This design comes from an exercise in tuning for small area on the open sky130 flow, not from production work.
RTL that was checked went through simulation tests only; none was proved equivalent to the original.
Power is estimated from default activity; no workload was simulated.

==> run M <==
==> flow/design.v <==
module debouncer #(parameter TIMER_COUNT = 10) (
    input       clk,
    input       reset,
    input       btnI,
    output      stroke
);
    localparam [3:0] N0 = 4'd12;
    reg        db;
    reg  [3:0] r;                  
    wire [3:0] q   = r ^ N0;
    wire m   = btnI ^ db;          
    wire c10 = ~q[0] & q[1] & ~q[3];    
    wire isF = ~q[0] & ~q[1] & ~q[2];    
    reg  f;
    always @(*) begin
        case (q)
        4'd0: f = 1'b1;
        4'd1: f = 1'b1;
        4'd2: f = 1'b0;
        4'd3: f = 1'b1;
        4'd4: f = 1'b1;
        4'd5: f = 1'b1;
        4'd6: f = 1'b0;
        4'd7: f = 1'b1;
        4'd8: f = 1'b1;
        4'd9: f = 1'b1;
        4'd10: f = 1'b1;
        4'd11: f = 1'b0;
        4'd12: f = 1'b1;
        4'd13: f = 1'b0;
        4'd14: f = 1'b1;
        4'd15: f = 1'b0;
        endcase
    end
    wire [3:0] qn = m ? ({q[2:0], f} ^ {1'b0, db & c10, 2'b00})
                      : (N0 ^ {isF, 3'b000});
    assign stroke = (~q[0] & ~q[1] & ~q[3]) | (~q[1] & ~q[2] & ~q[3]);
    always @(posedge clk or posedge reset) begin
        if (reset) begin
            db <= 1'b0;
            r  <= 4'd0;
        end else begin
            if (c10) db <= btnI;    
            r  <= qn ^ N0;
        end
    end
endmodule
module code_detection(
    input               clk,
    input               reset,
    input               sR,
    input               sL,
    input               sU,
    input               sD,
    input               sw,
    output      [6:0]   SSG_D,
    output      [2:0]   SSG_EN
    );
    parameter TIMEOUT_COUNT = 200;    
    localparam [1:0] ENTER = 2'd0;
    localparam [1:0] ERR   = 2'd1;
    localparam [1:0] SUCC  = 2'd3;
    localparam [1:0] FAIL  = 2'd2;
    reg [1:0] mode;
    reg [1:0] cnt10;         
    reg       cnt2;          
    wire [2:0] cnt = {cnt2, cnt10};
    reg [1:0] att;
    reg [7:0] timer;
    wire pressed = sR | sL | sU | sD;
    wire multi   = (sR & (sL | sU | sD)) | (sL & (sU | sD)) | (sU & sD);
    wire [1:0] step = cnt[1:0];
    wire locked  = (mode == SUCC) || (mode == FAIL);
    wire idle    = (mode == ENTER) && (step == 2'd0);
    reg  key;
    always @(*) begin
        case (step)
            2'd0:    key = sw ? sD : sU;
            2'd1,
            2'd2:    key = sw ? sR : sL;
            default: key = sw ? sL : sR;
        endcase
    end
    wire good    = key & ~multi;
    wire [2:0] ncnt = cnt + {2'd0, pressed};
    wire hit4    = (mode == ERR) && (ncnt == 3'd4);
    wire timeout = !idle && !timer[1] && !timer[2] && !timer[3] &&
                   timer[5] && timer[6] && !timer[7];
    reg [1:0] nmode;
    always @(*) begin
        nmode = mode;
        if (timeout)
            nmode = FAIL;
        else case (mode)
            ENTER: if (pressed) begin
                       if (!good)
                           nmode = ERR;
                       else if (step == 2'd3)
                           nmode = SUCC;
                   end
            ERR:   if (hit4) nmode = att[1] ? FAIL : ENTER;
            default: ;
        endcase
    end
    always @(posedge clk) begin
        if (idle || mode == SUCC)
            timer <= 8'd0;
        else
            timer <= {~timer[6:0], timer[7] ^ (timer[3] & ~timer[0])};
    end
    always @(posedge clk)
        cnt2 <= !(idle && !pressed) && ncnt[2];
    always @(posedge clk or posedge reset) begin
        if (reset) begin
            mode     <= ENTER;
            cnt10    <= 2'd0;
            att      <= 2'd0;
        end else begin
            mode     <= nmode;
            cnt10    <= (idle && !pressed) ? 2'd0 : ncnt[1:0];
            if (nmode == SUCC || nmode == FAIL)
                att <= {mode == FAIL || hit4, mode == SUCC};
            else if (hit4)
                att <= {att[0], 1'b1};
        end
    end
    wire disp9 = locked & att[0];
    wire dispE = (locked & att[1]) | (idle & att[0]);
    assign SSG_D  = {~(disp9 | dispE), 1'b0, disp9, 1'b0, dispE, dispE, 1'b0};
    assign SSG_EN = 3'b111;
endmodule
module top_module(
    input               clk,
    input               reset,
    input               btnR,
    input               btnL,
    input               btnU,
    input               btnD,
    input               sw,
    output      [6:0]   SSG_D,
    output      [2:0]   SSG_EN
);
parameter   TIMEOUT_COUNT   = 200;
parameter   TIMER_COUNT     = 10;
wire sR, sL, sU, sD;
code_detection #(
   .TIMEOUT_COUNT  (TIMEOUT_COUNT)
) uut (
    .clk        (clk),
    .reset      (reset),
    .sR         (sR),
    .sL         (sL),
    .sU         (sU),
    .sD         (sD),
    .sw         (sw),
    .SSG_D      (SSG_D),
    .SSG_EN     (SSG_EN)
);
debouncer #(.TIMER_COUNT(TIMER_COUNT)) uut1 (.clk(clk), .reset(reset), .btnI(btnR), .stroke(sR));
debouncer #(.TIMER_COUNT(TIMER_COUNT)) uut2 (.clk(clk), .reset(reset), .btnI(btnL), .stroke(sL));
debouncer #(.TIMER_COUNT(TIMER_COUNT)) uut3 (.clk(clk), .reset(reset), .btnI(btnU), .stroke(sU));
debouncer #(.TIMER_COUNT(TIMER_COUNT)) uut4 (.clk(clk), .reset(reset), .btnI(btnD), .stroke(sD));
endmodule
==> flow/flow/run.sh <==
#!/bin/bash
# Layout flow: the standard ORFS flow (standard.sh) with these changes:
#  - ABC maps with an area-recovering script (flow/abc_area.script) and
#    Yosys does not pre-extract adders (ABC maps the logic itself);
#  - ports are buffered with the smallest buffer, sky130_fd_sc_hd__buf_1;
#  - CTS uses clkbuf_4 and no dummy clock loads;
#  - tie cells are not duplicated per port (one TIEHI and one TIELO cell).
# Each tool's output stays in orfs/logs; make's output goes to standard.log.
set -euo pipefail
HERE=$(pwd)
rm -rf "$HERE/orfs_scripts"
cp -r "$FLOW_HOME/scripts" "$HERE/orfs_scripts"
cp "$HERE/flow/abc_area.script" "$HERE/orfs_scripts/abc_area.script"
export SCRIPTS_DIR="$HERE/orfs_scripts"
export ADDER_MAP_FILE=
export BUFFER_PORTS_ARGS="-buffer_cell sky130_fd_sc_hd__buf_1"
export SKIP_REPAIR_TIE_FANOUT=1
export CTS_ARGS="-root_buf sky130_fd_sc_hd__clkbuf_4 -buf_list sky130_fd_sc_hd__clkbuf_4 -sink_clustering_enable -sink_clustering_size 50 -sink_clustering_max_diameter 500 -repair_clock_nets -dont_use_dummy_load"
bash standard.sh > standard.log 2>&1
==> flow/flow/abc_area.script <==
strash
dc2
&get -n
&dch
&nf -R 1000
&put
==> flow/standard.sh <==
#!/bin/bash
# synth_recipe.tcl (not shown) runs the flow's synth.tcl, then flattens the netlist and writes it again
# the make line also repeats each setting of config.mk as NAME=value (left out here)
make -C /OpenROAD-flow-scripts/flow DESIGN_CONFIG=/design/flow/config.mk WORK_HOME=/design/flow/orfs CLKGATE_MAP_FILE= SYNTH_SCRIPT=/design/flow/synth_recipe.tcl "${@:-finish}"
==> flow/config.mk <==
export PLATFORM = sky130hd
export DESIGN_NAME = top_module
export DESIGN_NICKNAME = top_module
export VERILOG_FILES = /design/flow/design.v
export SDC_FILE = /design/flow/constraint.sdc
export NUM_CORES = 4
export LEC_CHECK = 0
export ABC_AREA = 1
export CAP_MARGIN = 20
export CORE_MARGIN = 2
export CORE_UTILIZATION = 40
export SLEW_MARGIN = 20
==> flow/constraint.sdc <==
create_clock -name core_clock -period 6.0 [get_ports {clk}]
set_input_delay 1.2000 -clock core_clock [delete_from_list [all_inputs] [get_ports {clk}]]
set_output_delay 1.2000 -clock core_clock [all_outputs]
set_load 0.01 [all_outputs]
==> run X (differences from run M) <==
==> flow/design.v (replaced) <==
module debouncer(
    input       clk,
    input       reset,
    input       btnI,
    output      stroke
);
    parameter TIMER_COUNT = 10;
    localparam [3:0] F  = 4'd12;
    localparam [3:0] R0 = 4'd14;
    localparam [3:0] R1 = 4'd15;
    reg       db;
    reg [3:0] cnt;
    assign stroke = cnt[3] & cnt[2] & cnt[1];
    always @(posedge clk or posedge reset) begin
        if (reset) begin
            db  <= 1'b0;
            cnt <= 4'd0;
        end else if (cnt == F) begin
            cnt <= btnI ? R1 : R0;
        end else if (cnt == R0) begin
            cnt <= btnI ? 4'd1 : 4'd0;
        end else if (cnt == R1) begin
            cnt <= btnI ? 4'd2 : 4'd0;
        end else if (btnI != db) begin
            if (cnt == TIMER_COUNT) begin
                db  <= btnI;
                cnt <= db ? F : 4'd0;
            end else
                cnt <= cnt + 4'd1;
        end else
            cnt <= 4'd0;
    end
endmodule
module code_detection(
    input               clk,
    input               reset,
    input               sR,
    input               sL,
    input               sU,
    input               sD,
    input               sw,
    output      [6:0]   SSG_D,
    output      [2:0]   SSG_EN
    );
    parameter TIMEOUT_COUNT = 200;
    localparam [1:0] ENTER = 2'd0;
    localparam [1:0] ERR   = 2'd1;
    localparam [1:0] SUCC  = 2'd2;
    localparam [1:0] FAIL  = 2'd3;
    reg [1:0] mode;
    reg [2:0] cnt;
    reg [1:0] attempt;
    reg       c9, cE;        
    reg [7:0] timer;         
    wire pressed = sR | sL | sU | sD;
    wire multi   = (sR & (sL | sU | sD)) | (sL & (sU | sD)) | (sU & sD);
    wire [1:0] step = cnt[1:0];
    wire idle    = (mode == ENTER) && (step == 2'd0);
    reg  key;
    always @(*) begin
        case (step)
            2'd0:    key = sw ? sD : sU;
            2'd1,
            2'd2:    key = sw ? sR : sL;
            default: key = sw ? sL : sR;
        endcase
    end
    wire good    = key & ~multi;
    wire [2:0] ecnt = cnt + {2'd0, pressed};
    wire hit4    = (ecnt == 3'd4);
    wire timeout = (timer == TIMEOUT_COUNT) && !idle;
    always @(posedge clk) begin
        if (idle || mode == SUCC)
            timer <= 8'd0;
        else
            timer <= timer + 8'd1;
    end
    always @(posedge clk or posedge reset) begin
        if (reset) begin
            mode    <= ENTER;
            cnt     <= 3'd0;
            attempt <= 2'd0;
            c9      <= 1'b0;
            cE      <= 1'b0;
        end else begin
            case (mode)
                ENTER: begin
                    if (pressed) begin
                        cnt <= cnt + 3'd1;
                        if (step == 2'd0) cE <= 1'b0;
                        if (!good)
                            mode <= ERR;
                        else if (step == 2'd3)
                            mode <= SUCC;
                    end else if (step == 2'd0)
                        cnt <= 3'd0;
                end
                ERR: begin
                    cnt <= ecnt;
                    if (hit4) begin
                        cE      <= 1'b1;
                        attempt <= attempt + 2'd1;
                        mode    <= (attempt == 2'd2) ? FAIL : ENTER;
                    end
                end
                SUCC: c9 <= 1'b1;
                default: cE <= 1'b1;
            endcase
            if (timeout) mode <= FAIL;
        end
    end
    assign SSG_D  = {~(c9 | cE), 1'b0, c9, 1'b0, cE, cE, 1'b0};
    assign SSG_EN = 3'b111;
endmodule
module top_module(
    input               clk,
    input               reset,
    input               btnR,
    input               btnL,
    input               btnU,
    input               btnD,
    input               sw,
    output      [6:0]   SSG_D,
    output      [2:0]   SSG_EN
);
parameter   TIMEOUT_COUNT   = 200;
parameter   TIMER_COUNT     = 10;
wire sR, sL, sU, sD;
code_detection #(
   .TIMEOUT_COUNT  (TIMEOUT_COUNT)
) uut (
    .clk        (clk),
    .reset      (reset),
    .sR         (sR),
    .sL         (sL),
    .sU         (sU),
    .sD         (sD),
    .sw         (sw),
    .SSG_D      (SSG_D),
    .SSG_EN     (SSG_EN)
);
debouncer #(.TIMER_COUNT(TIMER_COUNT)) uut1 (.clk(clk), .reset(reset), .btnI(btnR), .stroke(sR));
debouncer #(.TIMER_COUNT(TIMER_COUNT)) uut2 (.clk(clk), .reset(reset), .btnI(btnL), .stroke(sL));
debouncer #(.TIMER_COUNT(TIMER_COUNT)) uut3 (.clk(clk), .reset(reset), .btnI(btnU), .stroke(sU));
debouncer #(.TIMER_COUNT(TIMER_COUNT)) uut4 (.clk(clk), .reset(reset), .btnI(btnD), .stroke(sD));
endmodule
==> flow/run.sh (new file) <==
#!/bin/bash
# synth_recipe.tcl (not shown) runs the flow's synth.tcl, then flattens the netlist and writes it again
# the make line also repeats each setting of config.mk as NAME=value (left out here)
make -C /OpenROAD-flow-scripts/flow DESIGN_CONFIG=/design/flow/config.mk WORK_HOME=/design/flow/orfs CLKGATE_MAP_FILE= SYNTH_SCRIPT=/design/flow/synth_recipe.tcl finish
--- a/flow/config.mk
+++ b/flow/config.mk
@@ -7,3 +7,2 @@
 export LEC_CHECK = 0
-export ABC_AREA = 1
 export CAP_MARGIN = 20
removed: flow/flow/run.sh
removed: flow/flow/abc_area.script
removed: flow/standard.sh
==> run G (differences from run M) <==
--- a/flow/design.v
+++ b/flow/design.v
@@ -70,3 +70,2 @@
     wire pressed = sR | sL | sU | sD;
-    wire multi   = (sR & (sL | sU | sD)) | (sL & (sU | sD)) | (sU & sD);
     wire [1:0] step = cnt[1:0];
@@ -74,12 +73,8 @@
     wire idle    = (mode == ENTER) && (step == 2'd0);
-    reg  key;
-    always @(*) begin
-        case (step)
-            2'd0:    key = sw ? sD : sU;
-            2'd1,
-            2'd2:    key = sw ? sR : sL;
-            default: key = sw ? sL : sR;
-        endcase
-    end
-    wire good    = key & ~multi;
+    wire s0 = (step == 2'd0), s3 = (step == 2'd3), s12 = !s0 && !s3;
+    wire eU = s0 & ~sw, eD = s0 & sw;
+    wire eL = (s12 & ~sw) | (s3 & sw);
+    wire eR = (s12 & sw) | (s3 & ~sw);
+    wire wrong   = (sR & ~eR) | (sL & ~eL) | (sU & ~eU) | (sD & ~eD);
+    wire good    = ~wrong;
     wire [2:0] ncnt = cnt + {2'd0, pressed};
==> flow/flow/abc_area.script (replaced) <==
strash
dc2
&get -n
&dc2
&dch
&nf -R 1000
&put
==> run Z (differences from run M) <==
--- a/flow/design.v
+++ b/flow/design.v
@@ -70,3 +70,2 @@
     wire pressed = sR | sL | sU | sD;
-    wire multi   = (sR & (sL | sU | sD)) | (sL & (sU | sD)) | (sU & sD);
     wire [1:0] step = cnt[1:0];
@@ -74,12 +73,8 @@
     wire idle    = (mode == ENTER) && (step == 2'd0);
-    reg  key;
-    always @(*) begin
-        case (step)
-            2'd0:    key = sw ? sD : sU;
-            2'd1,
-            2'd2:    key = sw ? sR : sL;
-            default: key = sw ? sL : sR;
-        endcase
-    end
-    wire good    = key & ~multi;
+    wire s0 = (step == 2'd0), s3 = (step == 2'd3), s12 = !s0 && !s3;
+    wire eU = s0 & ~sw, eD = s0 & sw;
+    wire eL = (s12 & ~sw) | (s3 & sw);
+    wire eR = (s12 & sw) | (s3 & ~sw);
+    wire wrong   = (sR & ~eR) | (sL & ~eL) | (sU & ~eU) | (sD & ~eD);
+    wire good    = ~wrong;
     wire [2:0] ncnt = cnt + {2'd0, pressed};
--- a/flow/flow/run.sh
+++ b/flow/flow/run.sh
@@ -6,3 +6,4 @@
 #  - CTS uses clkbuf_4 and no dummy clock loads;
-#  - tie cells are not duplicated per port (one TIEHI and one TIELO cell).
+#  - tie cells are not duplicated per port: one conb_1 drives all constants
+#    (flow/merge_ties.tcl).
 # Each tool's output stays in orfs/logs; make's output goes to standard.log.
@@ -17,2 +18,3 @@
 export SKIP_REPAIR_TIE_FANOUT=1
+export PRE_FLOORPLAN_TCL="$HERE/flow/merge_ties.tcl"
 export CTS_ARGS="-root_buf sky130_fd_sc_hd__clkbuf_4 -buf_list sky130_fd_sc_hd__clkbuf_4 -sink_clustering_enable -sink_clustering_size 50 -sink_clustering_max_diameter 500 -repair_clock_nets -dont_use_dummy_load"
==> flow/flow/abc_area.script (replaced) <==
strash
&get -n
&dch
&nf -R 1000
&put
==> flow/flow/merge_ties.tcl (new file) <==
# Drive both constants from one tie cell: synthesis leaves one conb_1 for the
# ones (HI used) and one for the zeros (LO used); move the zeros' net to the
# LO pin of the first cell and delete the second.
set block [ord::get_db_block]
set his {}
set los {}
foreach inst [$block getInsts] {
  if { [[$inst getMaster] getName] == "sky130_fd_sc_hd__conb_1" } {
    set hi_net [[$inst findITerm HI] getNet]
    set lo_net [[$inst findITerm LO] getNet]
    if { $hi_net != "NULL" && $lo_net == "NULL" } { lappend his $inst }
    if { $lo_net != "NULL" && $hi_net == "NULL" } { lappend los $inst }
  }
}
if { [llength $his] == 1 && [llength $los] == 1 } {
  set keep [lindex $his 0]
  set drop [lindex $los 0]
  set net [[$drop findITerm LO] getNet]
  [$drop findITerm LO] disconnect
  [$keep findITerm LO] connect $net
  odb::dbInst_destroy $drop
  puts "merge_ties: [$keep getName] now drives [$net getName] too"
}
==> summary.txt <==
- Between run G and run X, the lower synthesized area is in run G (gap 40%, measured against run X).
- Non-clock buffer count is the same in run M and run Z.
- In clock power, run Z and run G hardly differ.
- Total power, lowest first: run X, run M, run G, run Z.
- The lowest worst hold slack belongs to run Z, the highest to run X.
- Against run G, the combinational power of run Z is higher by 37%.
- Clock skew: run M > run Z > run G > run X.
- In run X the clock-buffer cell count is higher than in run M, by 3.
- The lowest design area belongs to run Z, the highest to run X.
- In run G the register-to-register slack is better than in run Z, by 350 ps.
==> figures <==
                                                                                              run X                    run M     run Z                     run G
Number of search-and-repair iterations in the first detailed-routing pass                         4                        4         3                         4
Number of register bits inferred by synthesis                                                    37                       35         -                        35
Wire length of the first global-routing pass                                                8.12 mm                  4.49 mm   4.44 mm                   4.44 mm
Met1 Routed Length                                                                          2.29 mm                  1.14 mm   1.05 mm                   1.13 mm
Total of fill cells in the finished design                                                      613                      350       380                       358
Relative slew slack                                                                           65.4%                    38.9%     39.5%                     39.2%
Register-to-register setup slack                                                            2990 ps                  3580 ps   2990 ps                   3340 ps
Number of vias after detailed routing                                                          1994                     1079      1035                      1024
Multi-input gate share of total cell area                                                     53.4%                    37.8%     37.3%                     37.9%
Xor/xnor cell area share of the yosys netlist                                                 5.09%                    4.00%         -                     5.09%
Placed cells                                                                                    366                      209       195                       204
Avg Vias per Cell                                                                              5.33                     5.04      5.18                      4.90
Fraction of area in clock buffers and inverters                                               4.01%                    2.35%     2.38%                     2.32%
Largest stage delay on the critical path                                                     490 ps                   430 ps    590 ps                    580 ps
Result of the run                                                  no timing/DRC/antenna violations  no timing/DRC/antenna violations  no timing/DRC/antenna violations  no timing/DRC/antenna violations
Power of the sequential group                                                              0.299 mW                 0.371 mW  0.449 mW                  0.382 mW
Number of global-route vias before repair                                                      1803                     1098      1010                      1079
Gate power share                                                                              19.1%                    33.2%     37.9%                     33.8%
Pre-CTS setup slack                                                                         2990 ps                  3270 ps   2930 ps                   3060 ps
Routed wl met2                                                                              2.11 mm                  1.17 mm   1.23 mm                   1.19 mm
Leading cell type by number of instances after synthesis                   sky130_fd_sc_hd__dfrtp_1  sky130_fd_sc_hd__nor2_1         -  sky130_fd_sc_hd__dfrtp_1
Only the layout flow was run in run X; the RTL was not checked for function there.

re-timing with driven ports:
The results above use ideal ports. As a check the final layouts listed here were re-extracted and re-timed, cells and wires unchanged. Step 1 sets driving cells, clkbuf_16 on the clock port and buf_2 on the other inputs (assumed; they add their load-dependent delay and slew). Step 2 times the ports against the registers' clock, not the clock port: input delays grow and output delays shrink by t, the midpoint of the rising clock arrivals with the driver on. a / b / c = no drivers / after step 1 / after step 2; a / b = the first two.
| run | t (ns) | setup WS [ns] | hold WS [ns] | worst setup path after step 2 | worst register clock-pin slew, ns |
|---|---|---|---|---|---|
| run M | 0.341 | 3.323 / 3.301 / 3.246 | 0.389 / 0.389 / 0.389 | input to register | 0.11 / 0.11 |
| run X | 0.312 | 2.993 / 2.993 / 2.993 | 0.468 / 0.468 / 0.468 | register to register | 0.08 / 0.08 |
| run G | 0.342 | 2.993 / 2.970 / 3.051 | 0.400 / 0.400 / 0.400 | input to register | 0.10 / 0.10 |
| run Z | 0.344 | 2.969 / 2.947 / 2.947 | 0.384 / 0.384 / 0.384 | input to register | 0.10 / 0.10 |
After both steps every run listed still meets setup and hold. For run M, which loses most, drivers alone change the setup slack by -0.022 ns; drivers and shift together by -0.077 ns.
